Source: an optimization exercise on an open RTL-to-GDS flow (aim: small area, a short achievable clock period and few clock cycles). Production flows keep margins and buffers that such runs may drop. In this exercise RTL edits were held to simulation tests only and were not proved equivalent to the original.

==> job 5645 <==
==> flow/design.v (excerpt) <==
module uriscv_core #(
    parameter   SUPPORT_BRAM_REGFILE = 1,
    parameter   RST_VECTOR           = 32'h00000000
) (
    input           clk,
    input           rst_n,
    input           intr_i,
    output          mem_i_rd_o,
    output  [31:0]  mem_i_pc_o,
    input   [31:0]  mem_i_inst_i,
    input           mem_i_accept_i,
    input           mem_i_valid_i,
    output          mem_d_rd_o,
    output  [3:0]   mem_d_wr_o,
    output  [31:0]  mem_d_addr_o,
    input   [31:0]  mem_d_data_rd_i,
    output  [31:0]  mem_d_data_wr_o,
    input           mem_d_accept_i,
    input           mem_d_ack_i
);
clock: 10.0 ns
lec_check: 0
cap_margin: 40
core_margin: 2
core_utilization: 30
setup_slack_margin: 4
slew_margin: 20
run.sh (not shown) runs the stock make flow with config.mk's settings and CLKGATE_MAP_FILE= SYNTH_SCRIPT=/design/flow/synth_recipe.tcl, a recipe that flattens the netlist after the stock synthesis.
==> job 5204 (differences from job 5645) <==
--- a/flow/design.v
+++ b/flow/design.v
@@ -19,33 +19,45 @@
 logic   [33:0]  r_q;         
 logic   [31:0]  d_q;         
 logic   [31:0]  q_q;         
 logic           neg_q;
 logic   [9:0]   pph_q;       
+logic           sa_q;        
+logic           sb_q;        
 wire        is_div   = func3_i[2];
 wire        div_sgn  = ~func3_i[0];            
 wire        div_quot = ~func3_i[1];            
 wire        a_sgn    = (func3_i[1:0] == 2'b01) | (func3_i[1:0] == 2'b10);
 wire        b_sgn    = (func3_i[1:0] == 2'b01);
 wire [31:0] a = operand_ra_i;
 wire [31:0] b = operand_rb_i;
 wire [31:0] ar = operand_ra_raw_i;
 wire                mul_top_w = (cnt_q[2:0] == 3'd4);
-wire signed [32:0]  mul_a_w   = {a_sgn & ar[31], ar};
-wire signed [8:0]   mul_c_w   = {mul_top_w & b_sgn & q_q[7], q_q[7:0]};
+wire signed [32:0]  mul_a_w   = {sa_q, ar};
+wire signed [8:0]   mul_c_w   = {mul_top_w & sb_q, q_q[7:0]};
 wire signed [41:0]  mul_pp_w  = mul_a_w * mul_c_w;
 wire        [41:0]  mul_sum_w = {{8{r_q[33]}}, r_q} + {pph_q, d_q};
 wire        b_zero_w = (b == 32'b0);
 wire [31:0] a_abs_w  = (div_sgn & a[31]) ? -a : a;
 wire [31:0] b_abs_w  = (div_sgn & b[31]) ? -b : b;
 function automatic [5:0] clz32(input [31:0] x);
-    integer i;
-    begin
-        clz32 = 6'd32;
-        for (i = 0; i < 32; i = i + 1)
-            if (x[i])
-                clz32 = 6'd31 - i[5:0];
+    reg        z16, z8, z4, z2, z1;
+    reg [15:0] y16;
+    reg [7:0]  y8;
+    reg [3:0]  y4;
+    reg [1:0]  y2;
+    begin
+        z16 = ~|x[31:16];
+        y16 = z16 ? x[15:0] : x[31:16];
+        z8  = ~|y16[15:8];
+        y8  = z8 ? y16[7:0] : y16[15:8];
+        z4  = ~|y8[7:4];
+        y4  = z4 ? y8[3:0] : y8[7:4];
+        z2  = ~|y4[3:2];
+        y2  = z2 ? y4[1:0] : y4[3:2];
+        z1  = ~y2[1];
+        clz32 = (x == 32'b0) ? 6'd32 : {1'b0, z16, z8, z4, z2, z1};
     end
 endfunction
 wire [5:0]  clz_r_w  = clz32(r_q[31:0]);
 wire [5:0]  clz_d_w  = clz32(d_q);
 wire [5:0]  norm_w   = clz_d_w - clz_r_w;
@@ -110,10 +122,12 @@
         begin
             r_q          <= 34'b0;
             {pph_q, d_q} <= 42'b0;
             q_q          <= b;
             neg_q        <= 1'b0;
+            sa_q         <= a_sgn & a[31];
+            sb_q         <= b_sgn & b[31];
         end
         else
         begin
             r_q   <= {2'b0, a_abs_w};
             d_q   <= b_abs_w;
@@ -198,10 +212,13 @@
 logic           c_ebreak_q;
 logic           c_mret_q;
 logic           c_md_q;
 logic           c_illegal_q;
 logic           c_wr_q;          
+logic           c_alusel_q;      
+logic           c_mhalf_q;       
+logic           c_mword_q;       
 logic   [3:0]   c_aluop_q;
 logic           ld_wait_q;       
 logic   [4:0]   lp_rd_q;
 logic           lp_wr_q;
 logic   [2:0]   lp_f3_q;
@@ -223,11 +240,12 @@
 wire        arr_disc_w= arr_w & (disc_q != 2'd0);
 wire [31:0] d_inst_w  = sk_has_w ? sk0_q : mem_i_inst_i;
 wire        d_avail_w = sk_has_w | arr_live_w;
 wire        e_free_w  = ~e_valid_q | e_done_w;
 logic       d_blk_w;
-wire        e_load_w  = e_free_w & d_avail_w & ~redirect_w & ~d_blk_w;
+wire        e_take_w  = e_free_w & d_avail_w & ~d_blk_w;      
+wire        e_load_w  = e_take_w & ~redirect_w;
 wire [4:0]  d_opc     = d_inst_w[6:2];
 wire [2:0]  d_f3      = d_inst_w[14:12];
 wire [6:0]  d_f7      = d_inst_w[31:25];
 wire [4:0]  d_rd      = d_inst_w[11:7];
 wire [4:0]  d_rs1     = d_inst_w[19:15];
@@ -316,11 +334,11 @@
 wire [31:0] d_rs2_val = (w_en_q && (w_rd_q == d_rs2)) ? w_val_q : rf_rs2_w;
 wire        src_en_w  = wb_en_w | lw_en_w;
 wire [4:0]  src_rd_w  = lw_en_w ? lp_rd_q : e_rd_w;
 wire        d_fwd1    = src_en_w && (src_rd_w == d_rs1);
 wire        d_fwd2    = src_en_w && (src_rd_w == d_rs2);
-wire        d_lsmd_w = d_load | d_store | d_md;
+wire        d_lsmd_w = d_load | d_md;            
 assign d_blk_w = (ld_wait_q & ~ld_done_w &
                   (d_lsmd_w | (lp_wr_q & ((lp_rd_q == d_rs1) | (lp_rd_q == d_rs2) | (lp_rd_q == d_rd))))) |
                  (ld_iss_w &
                   (d_lsmd_w | (c_wr_q & ((e_rd_w == d_rs1) | (e_rd_w == d_rs2) | (e_rd_w == d_rd)))));
 wire        d_bimm    = ~d_op & ~d_branch;
@@ -349,11 +367,16 @@
     begin
         disc_n = disc_q - {1'b0, arr_disc_w};
         live_n = live_q - {1'b0, arr_live_w} + {1'b0, f_acc_w};
     end
 end
-wire [2:0] f_occ_n = {1'b0, live_n} + {1'b0, sk_cnt_n};
+wire [2:0] f_base_w = {1'b0, live_q} + {1'b0, sk_cnt_q};
+wire       f_le0_w  = (f_base_w == 3'd0);
+wire       f_le1_w  = (f_base_w <= 3'd1);
+wire       f_le2_w  = (f_base_w <= 3'd2);
+wire       f_room_w = e_load_w ? (f_acc_w ? f_le1_w : f_le2_w)
+                               : (f_acc_w ? f_le0_w : f_le1_w);
 always_ff @(posedge clk, negedge rst_n)
 begin
     if (~rst_n)
     begin
         f_rd_q  <= 1'b0;
@@ -361,11 +384,11 @@
         live_q  <= 2'd0;
         disc_q  <= 2'd0;
     end
     else
     begin
-        f_rd_q <= f_redir_w | (f_occ_n <= 3'd1);
+        f_rd_q <= f_redir_w | f_room_w;
         if (f_redir_w)
             f_pc_q <= f_target_w;
         else if (f_acc_w)
             f_pc_q <= f_pc_q + 32'd4;
         live_q <= live_n;
@@ -380,18 +403,20 @@
         sk_cnt_q <= 2'd0;
     else
         sk_cnt_q <= sk_cnt_n;
 end
 assign sk_cnt_n = f_redir_w ? 2'd0 : (sk_cnt_q - {1'b0, sk_pop_w} + {1'b0, sk_push_w});
+wire sk_popd_w  = e_take_w & sk_has_w;
+wire sk_pushd_w = arr_live_w & ~(e_take_w & ~sk_has_w);
 always_ff @(posedge clk)
 begin
-    if (sk_pop_w)
+    if (sk_popd_w)
     begin
         sk0_q <= (sk_cnt_q == 2'd2) ? sk1_q : mem_i_inst_i;
         sk1_q <= mem_i_inst_i;
     end
-    else if (sk_push_w)
+    else if (sk_pushd_w)
     begin
         if (sk_cnt_q == 2'd0)
             sk0_q <= mem_i_inst_i;
         else
             sk1_q <= mem_i_inst_i;
@@ -417,10 +442,13 @@
 begin
     if (e_free_w)
     begin
         ir_q        <= d_inst_w;
         c_pred_q    <= d_pred_w;
+        c_alusel_q  <= ~(d_md | d_csr | d_jal | d_jalr | d_auipc | d_lui);
+        c_mhalf_q   <= (d_load | d_store) & ((d_f3 == 3'b001) | (d_load & (d_f3 == 3'b101)));
+        c_mword_q   <= (d_load | d_store) & (d_f3 == 3'b010);
         c_alu_q     <= d_opimm | d_alu_op;
         c_lui_q     <= d_lui;
         c_auipc_q   <= d_auipc;
         c_jal_q     <= d_jal;
         c_jalr_q    <= d_jalr;
@@ -520,14 +548,12 @@
     3'b111:  br_take_r = ~ltu_w;
     default: br_take_r = 1'b0;
     endcase
 end
 wire [31:0] addr_w    = alu_sum_w[31:0];
-wire        ls_half_w = (e_f3 == 3'b001) | (c_load_q & (e_f3 == 3'b101));
-wire        ls_word_w = (e_f3 == 3'b010);
-wire        misalign_w= (c_load_q | c_store_q) &
-                        ((ls_half_w & addr_w[0]) | (ls_word_w & (addr_w[1:0] != 2'b00)));
+wire [1:0]  ls_lo_w   = op1_w[1:0] + alu_b_w[1:0];
+wire        misalign_w= (c_mhalf_q & ls_lo_w[0]) | (c_mword_q & (ls_lo_w != 2'b00));
 logic   [31:0]  csr_mepc_q;
 logic   [4:0]   csr_mcause_q;    
 logic   [31:0]  csr_sr_q;
 logic   [31:0]  csr_mscratch_q;
 logic   [31:0]  csr_mip_q;
@@ -709,11 +735,17 @@
 assign mem_d_rd_o      = m_rd_q;
 assign mem_d_wr_o      = m_wr_q;
 assign mem_d_addr_o    = m_addr_q;
 assign mem_d_data_wr_o = m_data_q;
 wire        d_req_acc_w = m_act_w & mem_d_accept_i;
-assign      ld_done_w   = ld_wait_q & ~m_act_w & mem_d_ack_i & (dq_q == 6'd1);
+logic [5:0] ld_pos_q;
+assign      ld_done_w   = ld_wait_q & ~m_rd_q & mem_d_ack_i & (ld_pos_q == 6'd0);
+always_ff @(posedge clk)
+    if (ld_iss_w)
+        ld_pos_q <= dq_q + {5'b0, m_act_w & mem_d_accept_i} - {5'b0, mem_d_ack_i};
+    else if (mem_d_ack_i && (ld_pos_q != 6'd0))
+        ld_pos_q <= ld_pos_q - 6'd1;
 assign      lw_en_w     = ld_done_w & lp_wr_q;
 logic [1:0] ld_off_q;
 always_ff @(posedge clk, negedge rst_n)
 begin
     if (~rst_n)
@@ -785,25 +817,16 @@
         target_w = pc4_w;            
     else
         target_w = pc_imm_w;
 end
 assign wb_en_w = e_done_w & c_wr_q & ~trap_w & ~c_load_q;
-always_comb
-begin
-    if (c_md_q)
-        wb_val_w = md_res_w;
-    else if (c_csr_q)
-        wb_val_w = csr_rdata_r;
-    else if (c_jal_q | c_jalr_q)
-        wb_val_w = pc4_w;
-    else if (c_auipc_q)
-        wb_val_w = pc_imm_w;
-    else if (c_lui_q)
-        wb_val_w = opb_q;
-    else
-        wb_val_w = alu_res_r;
-end
+assign wb_val_w = ({32{c_md_q}}              & md_res_w)    |
+                  ({32{c_csr_q}}             & csr_rdata_r) |
+                  ({32{c_jal_q | c_jalr_q}}  & pc4_w)       |
+                  ({32{c_auipc_q}}           & pc_imm_w)    |
+                  ({32{c_lui_q}}             & opb_q)       |
+                  ({32{c_alusel_q}}          & alu_res_r);
 always_ff @(posedge clk, negedge rst_n)
 begin
     if (~rst_n)
         pc_q <= RST_VECTOR;
     else if (e_done_w)
- SETUP_SLACK_MARGIN: 4 -> 4.5
==> comparison <==
- Job 5204 completed without violations. Job 5645 finished with timing, DRC and antenna clean.
- Setup slack: job 5204 is higher than job 5645 (300 ps).
- In job 5204 the worst hold slack is worse than in job 5645, by 3.8 ps.
- Between job 5645 and job 5204, the lower synthesized cell count is in job 5204 (gap about 3.6%, measured against job 5204).
- In job 5645 the die area is higher than in job 5204, by about 1.2%.
==> figures <==
quantity	job 5645	job 5204
Multi-input logic portion of the cell area	46.6%	45.8%
Signal buffers	741	861
Starting DRC count in detailed routing	17700	17500
Total number of vias	108000	104000
PnR worst setup slack	3460 ps	3760 ps
Die height	627 um	623 um
Outcome	finished clean	finished clean
Met2 track demand over resource in global routing	39.4%	38.9%
Final-layout worst hold slack	489 ps	485 ps
Global-route track usage on met3	9.22%	9.02%
Testbench counts of job 5645, summed over its fixed seeds: cycles 92,488.
Testbench counts of job 5204, summed over its fixed seeds: cycles 91,527.

-- re-timing with driven ports --
The flow's constraints put no driver on any port. The routed layouts listed below were extracted and timed again, unchanged, in two steps. Step 1 assumes that a clkbuf_16 drives the clock port and a buf_2 every other input. Step 2 times the ports against the registers' clock, not the clock port: input delays grow and output delays shrink by t, the midpoint of the rising clock arrivals with the driver on. Slacks: ideal ports / drivers / drivers and shift; pairs: ideal ports / drivers.
run	t (ns)	setup WS [ns]	clock arrival spread, ns	worst register clock-pin slew, ns
job 5645	0.998	3.461 / 3.461 / 2.909	0.117 / 0.117	0.08 / 0.08
job 5204	0.997	3.765 / 3.765 / 3.653	0.102 / 0.103	0.08 / 0.08
After both steps setup and hold are still met in every run listed. For job 5645, which loses most, drivers alone change the setup slack by 0.000 ns; drivers and shift together by -0.552 ns.
